This is an optimization exercise on Yosys and OpenROAD, whose aim is small area, a short achievable clock period and few clock cycles per item, not a production implementation. RTL that was checked went through simulation tests only; none was proved equivalent to the original. No activity file was given, so power comes from the tool's default toggle rates.

==> module lpc_decoder, before the edit <==
module lpc_decoder(
			input wire ACLK,
			input wire ARESET_N,
			input wire[79:0] TDATA,
			input wire TVALID,
			output wire TREADY,
			input wire EN,
			input wire TUSER,
			input wire TLAST,
			output wire[15:0] OUT_DECODED,
			output wire OUT_VALID,
			input wire OUT_READY,
			output wire OUT_LAST,
			output wire OUT_USER
		);
	integer i, j;
	reg [7:0] rm, cm;
	always @(*) begin
		for (i = 0; i < 8; i = i + 1)
			rm[i] = ^TDATA[8*i +: 8] ^ TDATA[64+i];
		for (j = 0; j < 8; j = j + 1) begin
			cm[j] = TDATA[72+j];
			for (i = 0; i < 8; i = i + 1)
				cm[j] = cm[j] ^ TDATA[8*i+j];
		end
	end
	reg [7:0] y_rm, y_cm;
	always @(posedge ACLK) begin
		y_rm <= rm;
		y_cm <= cm;
	end
	reg [7:0] rh, ch;
	reg [2:0] rn, cn;
	always @(*) begin
		for (i = 0; i < 8; i = i + 1) begin
			rh[i] = y_rm[i] & ~|(y_rm >> (i+1));
			ch[i] = y_cm[i] & ~|(y_cm >> (i+1));
		end
		rn = {|rh[7:4], |{rh[7:6], rh[3:2]}, |{rh[7], rh[5], rh[3], rh[1]}};
		cn = {|ch[7:4], |{ch[7:6], ch[3:2]}, |{ch[7], ch[5], ch[3], ch[1]}};
	end
	reg        rdy;        
	reg        r_busy;     
	reg [1:0]  k;          
	reg [63:0] r_d;
	reg        r_user, r_last;
	reg        f_v;        
	reg [2:0]  f_row, f_col;    
	reg [15:0] o_d;
	reg        o_v, o_user, o_last;
	wire acc    = rdy;                         
	wire o_free = ~o_v | OUT_READY;
	wire mv     = r_busy & o_free;             
	wire byp    = acc & o_free;                
	wire r_busy_n = acc | (mv ? ~&k : r_busy);
	wire [3:0] kh = {4{r_busy}} & {k == 2'd3, k == 2'd2, k == 2'd1, k == 2'd0};
	wire [15:0] beat   = {16{acc}} & TDATA[15:0] | {16{kh[0]}} & r_d[15:0] |
	                     {16{kh[1]}} & r_d[31:16] | {16{kh[2]}} & r_d[47:32] |
	                     {16{kh[3]}} & r_d[63:48];
	reg  [15:0] flip_y, flip_f, flip;
	always @(*) begin
		for (j = 0; j < 8; j = j + 1) begin
			flip_y[j]   = EN & rh[0] & ch[j];
			flip_y[8+j] = EN & rh[1] & ch[j];
			flip_f[j]   = f_v & (f_row == {k, 1'b0}) & (f_col == j);
			flip_f[8+j] = f_v & (f_row == {k, 1'b1}) & (f_col == j);
		end
		flip = acc ? flip_y : flip_f;
	end
	wire [15:0] beat_c = beat ^ flip;           
	always @(posedge ACLK or negedge ARESET_N) begin
		if (~ARESET_N) begin
			r_busy <= 1'b0;
			k      <= 2'd0;
			o_v    <= 1'b0;
		end else begin
			if (acc) begin
				r_busy <= 1'b1;
				k      <= {1'b0, byp};
			end else if (mv) begin
				k <= {k[1] ^ k[0], ~k[0]};
				if (&k)
					r_busy <= 1'b0;
			end
			if (byp | mv)
				o_v <= 1'b1;
			else if (OUT_READY)
				o_v <= 1'b0;
		end
	end
	always @(posedge ACLK)
		rdy <= TVALID & ~acc & ~r_busy_n;
	always @(posedge ACLK) begin
		if (~r_busy) begin
			r_d    <= TDATA[63:0];
			r_user <= TUSER;
			r_last <= TLAST;
			f_v    <= EN & |y_rm & |y_cm;
			f_row  <= rn;
			f_col  <= cn;
		end
		if (byp | mv) begin
			o_d    <= {beat_c[7:0], beat_c[15:8]};
			o_user <= acc ? TUSER : kh[0] & r_user;
			o_last <= kh[3] & r_last;
		end
	end
	assign TREADY      = rdy;
	assign OUT_VALID   = o_v;
	assign OUT_DECODED = o_d;
	assign OUT_USER    = o_user;
	assign OUT_LAST    = o_last;
endmodule
export LEC_CHECK = 0
export CAP_MARGIN = 20
export CORE_MARGIN = 2
export CORE_UTILIZATION = 45
export SETUP_SLACK_MARGIN = 3.0
export SLEW_MARGIN = 20
create_clock -name core_clock -period 5.0 [get_ports {ACLK}]
standard.sh (not shown) runs the stock make flow with config.mk's settings and CLKGATE_MAP_FILE= SYNTH_SCRIPT=/design/flow/synth_recipe.tcl, a recipe that flattens the netlist after the stock synthesis.
==> flow/flow/run.sh <==
#!/bin/bash
# The standard layout (the standard.sh: ORFS synthesis to finish) with three
# changes: port buffers are buf_1 cells instead of the delay cells ORFS picks,
# clock tree synthesis adds no dummy loads, and it may use smaller clock buffers.
# Each make run writes its full output to a log file in this folder.
set -euo pipefail
here=$(pwd)
CTS="-sink_clustering_enable -repair_clock_nets -dont_use_dummy_load"
bash standard.sh \
  BUFFER_PORTS_ARGS="-buffer_cell sky130_fd_sc_hd__buf_1" \
  CTS_ARGS="$CTS" \
  finish > "$here/standard_make.log" 2>&1
Change:
--- a/flow/design.v
+++ b/flow/design.v
@@ -98,9 +98,9 @@
 			f_v    <= EN & |y_rm & |y_cm;
 			f_row  <= rn;
 			f_col  <= cn;
 		end
-		if (byp | mv) begin
+		if (o_free) begin
 			o_d    <= {beat_c[7:0], beat_c[15:8]};
 			o_user <= acc ? TUSER : kh[0] & r_user;
 			o_last <= kh[3] & r_last;
 		end
=> Count of clock-buffer cells in the layout does not change. Power increases slightly. Cell area increases slightly. Synthesized cell count decreases slightly. Setup slack is worse by 0.010 ns. Flip-flop and latch count stays the same. Cell count does not change.
No functional check of the RTL was part of any run of this note.

== oak ==
lpc_decoder, a different RTL version from the one above (not shown whole).
Size: ~420 cells after synthesis, about 110 I/O pins.
==> module lpc_decoder, before the edit <==
module lpc_decoder(
			input wire ACLK,
			input wire ARESET_N,
			input wire[79:0] TDATA,
			input wire TVALID,
			output wire TREADY,
			input wire EN,
			input wire TUSER,
			input wire TLAST,
			output wire[15:0] OUT_DECODED,
			output wire OUT_VALID,
			input wire OUT_READY,
			output wire OUT_LAST,
			output wire OUT_USER
		);
	integer i, j;
	reg [7:0] rm, cm;
	always @(*) begin
		for (i = 0; i < 8; i = i + 1)
			rm[i] = ^TDATA[8*i +: 8] ^ TDATA[64+i];
		for (j = 0; j < 8; j = j + 1) begin
			cm[j] = TDATA[72+j];
			for (i = 0; i < 8; i = i + 1)
				cm[j] = cm[j] ^ TDATA[8*i+j];
		end
	end
	reg [7:0] y_rm, y_cm;
	always @(posedge ACLK) begin
		y_rm <= rm;
		y_cm <= cm;
	end
	reg [7:0] rh, ch;
	reg [2:0] rn, cn;
	always @(*) begin
		for (i = 0; i < 8; i = i + 1) begin
			rh[i] = y_rm[i] & ~|(y_rm >> (i+1));
			ch[i] = y_cm[i] & ~|(y_cm >> (i+1));
		end
		rn = {|rh[7:4], |{rh[7:6], rh[3:2]}, |{rh[7], rh[5], rh[3], rh[1]}};
		cn = {|ch[7:4], |{ch[7:6], ch[3:2]}, |{ch[7], ch[5], ch[3], ch[1]}};
	end
	reg        rdy;        
	reg        r_busy;     
	reg [1:0]  k;          
	reg [63:0] r_d;
	reg        r_user, r_last;
	reg        f_v;        
	reg [2:0]  f_row, f_col;    
	reg [15:0] o_d;
	reg        o_v, o_user, o_last;
	wire acc    = rdy;                         
	wire o_free = ~o_v | OUT_READY;
	wire mv     = r_busy & o_free;             
	wire byp    = acc & o_free;                
	wire r_busy_n = acc | (mv ? ~&k : r_busy);
	wire [3:0] kh = {4{r_busy}} & {k == 2'd3, k == 2'd2, k == 2'd1, k == 2'd0};
	wire [15:0] beat   = {16{acc}} & TDATA[15:0] | {16{kh[0]}} & r_d[15:0] |
	                     {16{kh[1]}} & r_d[31:16] | {16{kh[2]}} & r_d[47:32] |
	                     {16{kh[3]}} & r_d[63:48];
	reg  [15:0] flip_y, flip_f, flip;
	always @(*) begin
		for (j = 0; j < 8; j = j + 1) begin
			flip_y[j]   = EN & rh[0] & ch[j];
			flip_y[8+j] = EN & rh[1] & ch[j];
			flip_f[j]   = f_v & (f_row == {k, 1'b0}) & (f_col == j);
			flip_f[8+j] = f_v & (f_row == {k, 1'b1}) & (f_col == j);
		end
		flip = acc ? flip_y : flip_f;
	end
	wire [15:0] beat_c = beat ^ flip;           
	always @(posedge ACLK or negedge ARESET_N) begin
		if (~ARESET_N) begin
			r_busy <= 1'b0;
			k      <= 2'd0;
			o_v    <= 1'b0;
		end else begin
			if (acc) begin
				r_busy <= 1'b1;
				k      <= {1'b0, byp};
			end else if (mv) begin
				k <= {k[1] ^ k[0], ~k[0]};
				if (&k)
					r_busy <= 1'b0;
			end
			if (byp | mv)
				o_v <= 1'b1;
			else if (OUT_READY)
				o_v <= 1'b0;
		end
	end
	always @(posedge ACLK)
		rdy <= TVALID & ~acc & ~r_busy_n;
	always @(posedge ACLK) begin
		if (acc) begin
			r_d    <= TDATA[63:0];
			r_user <= TUSER;
			r_last <= TLAST;
			f_v    <= EN & |y_rm & |y_cm;
			f_row  <= rn;
			f_col  <= cn;
		end
		if (o_free) begin
			o_d    <= {beat_c[7:0], beat_c[15:8]};
			o_user <= acc ? TUSER : kh[0] & r_user;
			o_last <= kh[3] & r_last;
		end
	end
	assign TREADY      = rdy;
	assign OUT_VALID   = o_v;
	assign OUT_DECODED = o_d;
	assign OUT_USER    = o_user;
	assign OUT_LAST    = o_last;
endmodule
export LEC_CHECK = 0
export CAP_MARGIN = 20
export CORE_MARGIN = 2
export CORE_UTILIZATION = 45
export SETUP_SLACK_MARGIN = 3.0
export SLEW_MARGIN = 20
create_clock -name core_clock -period 5.0 [get_ports {ACLK}]
Scripts as last shown in full above: flow/flow/run.sh
Testbench counts of oak, summed over its fixed seeds: cycles 12,816, items 3,200.
Changes in cedar relative to oak:
-- flow/design.v --
<<< oak, line 26
	end
	reg [7:0] y_rm, y_cm;
	always @(posedge ACLK) begin
		y_rm <= rm;
		y_cm <= cm;
	end
	reg [7:0] rh, ch;
	reg [2:0] rn, cn;
	always @(*) begin
		for (i = 0; i < 8; i = i + 1) begin
>>> cedar, line 26
	end
	reg [7:0] y_rm, y_cm;
	reg [7:0] rh, ch;
	always @(*) begin
		for (i = 0; i < 8; i = i + 1) begin
<<< oak, line 37
			ch[i] = y_cm[i] & ~|(y_cm >> (i+1));
		end
		rn = {|rh[7:4], |{rh[7:6], rh[3:2]}, |{rh[7], rh[5], rh[3], rh[1]}};
		cn = {|ch[7:4], |{ch[7:6], ch[3:2]}, |{ch[7], ch[5], ch[3], ch[1]}};
	end
	reg        rdy;        
>>> cedar, line 32
			ch[i] = y_cm[i] & ~|(y_cm >> (i+1));
		end
	end
	reg        rdy;        
<<< oak, line 44
	reg [1:0]  k;          
	reg [63:0] r_d;
	reg        r_user, r_last;
	reg        f_v;        
	reg [2:0]  f_row, f_col;    
	reg [15:0] o_d;
	reg        o_v, o_user, o_last;
>>> cedar, line 37
	reg [1:0]  k;          
	reg [63:0] r_d;
	reg        r_en, r_user, r_last;
	reg [15:0] o_d;
	reg        o_v, o_user, o_last;
<<< oak, line 58
	                     {16{kh[1]}} & r_d[31:16] | {16{kh[2]}} & r_d[47:32] |
	                     {16{kh[3]}} & r_d[63:48];
	reg  [15:0] flip_y, flip_f, flip;
	always @(*) begin
		for (j = 0; j < 8; j = j + 1) begin
			flip_y[j]   = EN & rh[0] & ch[j];
			flip_y[8+j] = EN & rh[1] & ch[j];
			flip_f[j]   = f_v & (f_row == {k, 1'b0}) & (f_col == j);
			flip_f[8+j] = f_v & (f_row == {k, 1'b1}) & (f_col == j);
		end
		flip = acc ? flip_y : flip_f;
	end
	wire [15:0] beat_c = beat ^ flip;           
	always @(posedge ACLK or negedge ARESET_N) begin
>>> cedar, line 49
	                     {16{kh[1]}} & r_d[31:16] | {16{kh[2]}} & r_d[47:32] |
	                     {16{kh[3]}} & r_d[63:48];
	wire [1:0]  rh_k   = {2{kh[0]}} & rh[1:0] | {2{kh[1]}} & rh[3:2] |
	                     {2{kh[2]}} & rh[5:4] | {2{kh[3]}} & rh[7:6];
	wire [1:0]  sel    = {2{acc & EN}} & rh[1:0] | {2{r_en}} & rh_k;
	wire [15:0] flip   = {{8{sel[1]}} & ch, {8{sel[0]}} & ch};
	wire [15:0] beat_c = beat ^ flip;           
	always @(posedge ACLK or negedge ARESET_N) begin
<<< oak, line 92
		rdy <= TVALID & ~acc & ~r_busy_n;
	always @(posedge ACLK) begin
		if (acc) begin
			r_d    <= TDATA[63:0];
			r_user <= TUSER;
			r_last <= TLAST;
			f_v    <= EN & |y_rm & |y_cm;
			f_row  <= rn;
			f_col  <= cn;
		end
		if (o_free) begin
>>> cedar, line 77
		rdy <= TVALID & ~acc & ~r_busy_n;
	always @(posedge ACLK) begin
		if (~r_busy_n) begin
			y_rm <= rm;
			y_cm <= cm;
		end
		if (acc) begin
			r_d    <= TDATA[63:0];
			r_en   <= EN;
			r_user <= TUSER;
			r_last <= TLAST;
		end
		if (o_free) begin
[summary]
Compared to oak, cedar shows a narrower setup margin. | cell area | cedar vs oak | worse |. Going from oak to cedar, simple logic cell fraction of the synthesized area went down 0.65 points, number of iterations in the first detailed-routing pass went up 19, post-route minimum period went up 0.25 ns. oak → cedar: detailed placer's ending HPWL lost 500 um, area of the multi-input gates higher, data-path buffer share of cell area in the final layout went up, buffer count excluding the clock tree in the final layout now sits higher, register area -0.47%. Wire length: oak and cedar compared, lower one is oak. Summary: with oak as the reference, power density over cell area in cedar moved up slightly.
Only the layout flow was run in cedar; the RTL was not checked for function there.

[static timing again, ports no longer ideal]
How much do the figures lean on ideal ports? The routed layouts below were timed once more, with nothing changed but the port constraints. Step 1: set_driving_cell puts a clkbuf_16 on ACLK and a buf_2 on each other input, an assumption about the parent block. Step 2 times the ports against the registers' clock, not the clock port: input delays grow and output delays shrink by t, the midpoint of the rising clock arrivals with the driver on. Three values: ideal, step 1, step 2; two values: the first two.
run | t, ns | slack for setup (ns) | worst setup path at the end | clock arrival spread, ns | cell pins on the clock port's net
the first run of note 1 | 0.374 | 3.077 / 3.039 / 2.777 | input to register | 0.016 / 0.016 | 1
the second run of note 1 | 0.368 | 3.067 / 3.068 / 2.711 | input to register | 0.015 / 0.015 | 1
oak | 0.380 | 3.142 / 3.100 / 2.802 | input to register | 0.020 / 0.020 | 1
cedar | 0.370 | 2.890 / 2.890 / 2.663 | input to register | 0.023 / 0.023 | 1
After both steps every run listed still meets setup and hold. The setup slack of the second run of note 1, which loses most, moves by +0.001 ns with the drivers and by -0.356 ns with both steps.
